Context: an optimization exercise on an open-source flow, tuned for small area, a short achievable clock period and few clock cycles per item. The choices shown serve that exercise and are no tape-out recipe. Only simulation tests tie the RTL to the original design; equivalence was not proved.

==> inputs of v9 <==
Design btc_sha256d, start of the top module:
module btc_sha256d(
    input clk,
    input rst_n,
    input start,
    input [639:0] header,
    output done,
    output [255:0] hash
    );
Settings: LEC_CHECK=0, CAP_MARGIN=20, CORE_MARGIN=2, CORE_UTILIZATION=45, SLEW_MARGIN=20; clock period 12.0 ns.
standard.sh (not shown) runs the stock make flow with config.mk's settings and CLKGATE_MAP_FILE= SYNTH_SCRIPT=/design/flow/synth_recipe.tcl, a recipe that flattens the netlist after the stock synthesis.
==> flow/flow/run.sh <==
#!/bin/bash
set -euo pipefail
MARGIN=${MARGIN:-8}
bash standard.sh \
  SETUP_SLACK_MARGIN=$MARGIN \
  "BUFFER_PORTS_ARGS=-buffer_cell sky130_fd_sc_hd__buf_1" \
  finish > flow_make.log 2>&1
==> inputs of v32, as changes to v9 <==
--- a/flow/design.v
+++ b/flow/design.v
@@ -30,18 +30,18 @@
                 6'd48: kn = 32'h1e376c08; 6'd49: kn = 32'h2748774c; 6'd50: kn = 32'h34b0bcb5; 6'd51: kn = 32'h391c0cb3;
                 6'd52: kn = 32'h4ed8aa4a; 6'd53: kn = 32'h5b9cca4f; 6'd54: kn = 32'h682e6ff3; 6'd55: kn = 32'h748f82ee;
                 6'd56: kn = 32'h78a5636f; 6'd57: kn = 32'h84c87814; 6'd58: kn = 32'h8cc70208; 6'd59: kn = 32'h90befffa;
                 6'd60: kn = 32'ha4506ceb; 6'd61: kn = 32'hbef9a3f7; 6'd62: kn = 32'hc67178f2; default: kn = 32'h428a2f98;
             endcase
         end
     endfunction
-    localparam NF = 39;
+    localparam NF = 40;
     localparam F_RND = 0, F_FF = 1, F_SHA = 2, F_SHE = 3, F_LD = 4, F_FFIV = 5, F_EP = 6,
                F_USEW = 7, F_USEY = 8, F_WRY = 9, F_SCHED = 10, F_80 = 11, F_280 = 12,
-               F_100 = 13, F_FFA = 14, F_X1 = 15, F_X3 = 16, F_Y0 = 17, F_Y2 = 18, F_H = 19;
+               F_100 = 13, F_FFA = 14, F_X1 = 15, F_X3 = 16, F_Y0 = 17, F_Y2 = 18, F_H = 19, F_XR = 39;
     function [NF-1:0] cflags;
         input r;
         input [1:0] bk;
         input [6:0] tt;
         reg q1, q2, q3, rnd, ff, t63_66;
         integer i;
         begin
@@ -61,14 +61,15 @@
             cflags[F_USEY] = r & q2 & t63_66;
             cflags[F_WRY] = r & t63_66;
             cflags[F_SCHED] = rnd & tt >= 7'd14;
             cflags[F_80] = r & ((q2 & tt == 7'd2) | (q3 & tt == 7'd6));
             cflags[F_280] = r & q2 & tt == 7'd13;
             cflags[F_100] = r & q3 & tt == 7'd13;
             cflags[F_FFA] = r & q2 & tt == 7'd67;
+            cflags[F_XR] = q2;
             cflags[F_X1] = r & ((q2 & tt == 7'd68) | (q3 & tt == 7'd1));
             cflags[F_X3] = r & q3 & tt == 7'd0;
             cflags[F_Y0] = r & q3 & (tt == 7'd2 | tt == 7'd4);
             cflags[F_Y2] = r & q3 & (tt == 7'd3 | tt == 7'd5);
             cflags[F_H + 0] = ~r;
             cflags[F_H + 1] = r & tt == 7'd127;
             for (i = 2; i < 16; i = i + 1)
@@ -80,62 +81,70 @@
         end
     endfunction
     function [31:0] kyf;
         input [1:0] bk;
         input [6:0] tt;
         begin
             if (tt == 7'd127) kyf = 32'h9e6afcb1;                  
+            else if (tt == 7'd62 & bk == 2'd3) kyf = 32'h307b5f59;    
             else if (tt < 7'd63) kyf = kn(tt[5:0]);
             else if (tt == 7'd68 | (tt == 7'd67 & bk == 2'd1)) kyf = kn(6'd63);
             else if (bk == 2'd2 | tt == 7'd67) kyf = 32'd0;
             else if (tt == 7'd63) kyf = IV7;
             else if (tt == 7'd64) kyf = IV6;
             else if (tt == 7'd65) kyf = IV5;
+            else if (bk == 2'd3) kyf = 32'he7046c18;               
             else kyf = IV4;
         end
     endfunction
     reg run, done_r;
     reg [1:0] blk;
-    reg [6:0] t;
+    reg [6:0] t, tn;         
     reg [NF-1:0] fl;
     reg [31:0] kyr;
     wire acc = start & ~run;
     wire b2 = blk == 2'd2;
     wire t67 = t == 7'd67;
     reg r_run, r_done;
     reg [1:0] r_blk;
     reg [6:0] r_t;
     always @* begin
         r_run = run; r_done = done_r; r_blk = blk; r_t = t;
         if (run) begin
             if ((blk == 2'd1 & t67) | (b2 & t == 7'd68)) begin
                 r_t = 7'd0; r_blk = blk + 2'd1;
-            end else if (blk == 2'd3 & t67) begin
+            end else if (blk == 2'd3 & t == 7'd66) begin
                 r_run = 1'b0; r_done = 1'b1;
             end else
-                r_t = t + 7'd1;
+                r_t = tn;
         end
     end
     always @(posedge clk) begin
         if (!rst_n) begin
             run <= 1'b0;
             done_r <= 1'b0;
+            blk <= r_blk;
+            t <= r_t;
+            tn <= r_t + 7'd1;
             fl <= cflags(1'b0, 2'd0, 7'd0);
+            kyr <= kyf(r_blk, r_t);
         end else if (acc) begin
             run <= 1'b1;
             done_r <= 1'b0;
             blk <= 2'd1;
             t <= 7'd127;
+            tn <= 7'd0;
             fl <= cflags(1'b1, 2'd1, 7'd127);
             kyr <= kyf(2'd1, 7'd127);
         end else begin
             run <= r_run;
             done_r <= r_done;
             blk <= r_blk;
             t <= r_t;
+            tn <= r_t + 7'd1;
             fl <= cflags(r_run, r_blk, r_t);
             kyr <= kyf(r_blk, r_t);
         end
     end
     assign done = done_r;
     wire f_rnd = fl[F_RND], f_ff = fl[F_FF], f_shift_a = fl[F_SHA], f_shift_e = fl[F_SHE],
          f_ld = fl[F_LD], f_ffiv = fl[F_FFIV], f_e_p = fl[F_EP], f_use_w = fl[F_USEW],
@@ -153,29 +162,35 @@
         case (t[1:0])
             2'd0: ivx = IV3;
             2'd1: ivx = IV2;
             2'd2: ivx = IV1;
             default: ivx = IV0;
         endcase
     end
-    wire [31:0] xop = b2 ? xr3 : ivx;
+    wire [31:0] xop = fl[F_XR] ? xr3 : ivx;
     wire [31:0] S0 = {a[1:0], a[31:2]} ^ {a[12:0], a[31:13]} ^ {a[21:0], a[31:22]};
     wire [31:0] S1 = {e[5:0], e[31:6]} ^ {e[10:0], e[31:11]} ^ {e[24:0], e[31:25]};
     wire [31:0] ch = (e & f) ^ (~e & g);
     wire [31:0] mj = (a & b) ^ (a & c) ^ (b & c);
-    wire [31:0] x1s = p ^ S1 ^ ch;
-    wire [31:0] x1c = {(p[30:0] & S1[30:0]) | (p[30:0] & ch[30:0]) | (S1[30:0] & ch[30:0]), 1'b0};
-    wire [31:0] ys = f_ff ? xop : x1s;
-    wire [31:0] yc = f_ff ? 32'd0 : x1c;
-    wire [31:0] xes = ys ^ yc ^ d;
-    wire [31:0] xec = {(ys[30:0] & yc[30:0]) | (ys[30:0] & d[30:0]) | (yc[30:0] & d[30:0]), 1'b0};
-    wire [31:0] x2s = x1s ^ x1c ^ S0;
-    wire [31:0] x2c = {(x1s[30:0] & x1c[30:0]) | (x1s[30:0] & S0[30:0]) | (x1c[30:0] & S0[30:0]), 1'b0};
-    wire [31:0] x3s = x2s ^ x2c ^ mj;
-    wire [31:0] x3c = {(x2s[30:0] & x2c[30:0]) | (x2s[30:0] & mj[30:0]) | (x2c[30:0] & mj[30:0]), 1'b0};
+    wire [31:0] f1s = p ^ ch ^ mj;
+    wire [31:0] f1c = {(p[30:0] & ch[30:0]) | (p[30:0] & mj[30:0]) | (ch[30:0] & mj[30:0]), 1'b0};
+    wire [31:0] q  = S1 ^ S0;
+    wire [31:0] co = (q & f1s) | (~q & S1);             
+    wire [31:0] ci = {co[30:0], 1'b0};
+    wire [31:0] xa = q ^ (f1s ^ f1c);
+    wire [31:0] x3s = xa ^ ci;
+    wire [31:0] cc_a = (xa & ci) | (~xa & f1c);
+    wire [31:0] x3c = {cc_a[30:0], 1'b0};
+    wire [31:0] pe = f_ff ? xop : p;
+    wire [31:0] che = ch & {32{~f_ff}};
+    wire [31:0] s1e = S1 & {32{~f_ff}};
+    wire [31:0] g1s = pe ^ che ^ d;
+    wire [31:0] g1c = {(pe[30:0] & che[30:0]) | (pe[30:0] & d[30:0]) | (che[30:0] & d[30:0]), 1'b0};
+    wire [31:0] xes = g1s ^ g1c ^ s1e;
+    wire [31:0] xec = {(g1s[30:0] & g1c[30:0]) | (g1s[30:0] & s1e[30:0]) | (g1c[30:0] & s1e[30:0]), 1'b0};
     wire [31:0] a_new = x3s + x3c;
     wire [31:0] e_new = xes + xec;
     wire [31:0] s0 = {w1[6:0], w1[31:7]} ^ {w1[17:0], w1[31:18]} ^ {3'b0, w1[31:3]};
     wire [31:0] s1 = {w14[16:0], w14[31:17]} ^ {w14[18:0], w14[31:19]} ^ {10'b0, w14[31:10]};
     wire [31:0] sched = s1 + w9 + s0 + w0;
     wire [31:0] wy = ({32{f_use_w}} & w15) | ({32{f_use_y}} & yr3);
     wire [31:0] pre = (g & {32{~f_ld}}) + kyr + wy;
@@ -224,12 +239,13 @@
             e <= IV4; f <= IV5; g <= IV6;
         end else if (f_shift_e) begin
             e <= f_rnd ? e_new : (f_e_p ? p : ive);
             f <= e; g <= f;
         end
         if (run) p <= pre;
     end
-    assign hash = {p[7:0], p[15:8], p[23:16], p[31:24], g[7:0], g[15:8], g[23:16], g[31:24],
-                   f[7:0], f[15:8], f[23:16], f[31:24], e[7:0], e[15:8], e[23:16], e[31:24],
-                   d[7:0], d[15:8], d[23:16], d[31:24], c[7:0], c[15:8], c[23:16], c[31:24],
-                   b[7:0], b[15:8], b[23:16], b[31:24], a[7:0], a[15:8], a[23:16], a[31:24]};
+    function [31:0] rb;
+        input [31:0] x;
+        rb = {x[7:0], x[15:8], x[23:16], x[31:24]};
+    endfunction
+    assign hash = {rb(g), rb(f), rb(e), rb(p), rb(c), rb(b), rb(a), rb(d)};
 endmodule
==> flow/flow/run.sh (replaced) <==
#!/bin/bash
set -euo pipefail
MARGIN=${MARGIN:-7.6}
bash standard.sh \
  SETUP_SLACK_MARGIN=$MARGIN \
  "BUFFER_PORTS_ARGS=-buffer_cell sky130_fd_sc_hd__buf_1" \
  finish > flow_make.log 2>&1
ABC_AREA = 1   (was default)
CTS_CLUSTER_DIAMETER = 120   (was default)
CTS_CLUSTER_SIZE = 20   (was default)
==> comparison table <==
quantity                                                      v9             v32
Status                                  timing/DRC/antenna clean  timing/DRC/antenna clean
Arr. time, crit path                                     5.61 ns         5.35 ns
First-iteration detailed-routing DRC count                  7864            9155
Post-detailed-routing wire length                 305700 microns  316900 microns
Worst-case headroom to the max-slew limit                 0.1879          0.1486
Number of distinct library cells after synthesis              95              64
Min Tclk post-route                                     5.016 ns        4.711 ns
Number of vias in the routed layout                        51290           57340
Buffers inserted by post-CTS timing repair                   117              21
Avg Inst Size Synth                                  9.884 sq um     7.936 sq um
Worst path max stage delay                               0.78 ns         0.59 ns
Testbench counts of v9, summed over its fixed seeds: cycles 9,936, hashes 48.
Testbench counts of v32, summed over its fixed seeds: cycles 9,888, hashes 48.

## what the ideal ports hide
How much do the figures lean on ideal ports? The routed layouts below were timed once more, with nothing changed but the port constraints. Step 1 sets driving cells, clkbuf_16 on the clock port and buf_2 on the other inputs (assumed; they add their load-dependent delay and slew). Step 2 moves the port delays by t, midway between the first and last clock arrival at a register: inputs arrive t later, outputs are due t later. That takes back most of the time a late clock gives input paths. Slacks: no drivers / after step 1 / after step 2; pairs: no drivers / after step 1.
run | t, ns | setup WS [ns] | worst hold slack (ns)
v9 | 0.804 | 6.984 / 6.984 / 6.661 | 0.284 / 0.284 / 0.284
v32 | 0.800 | 7.289 / 7.289 / 6.597 | 0.301 / 0.301 / 0.301
After both steps every run listed still meets setup and hold. The setup slack of v32, which loses most, moves by 0.000 ns with the drivers and by -0.692 ns with both steps.
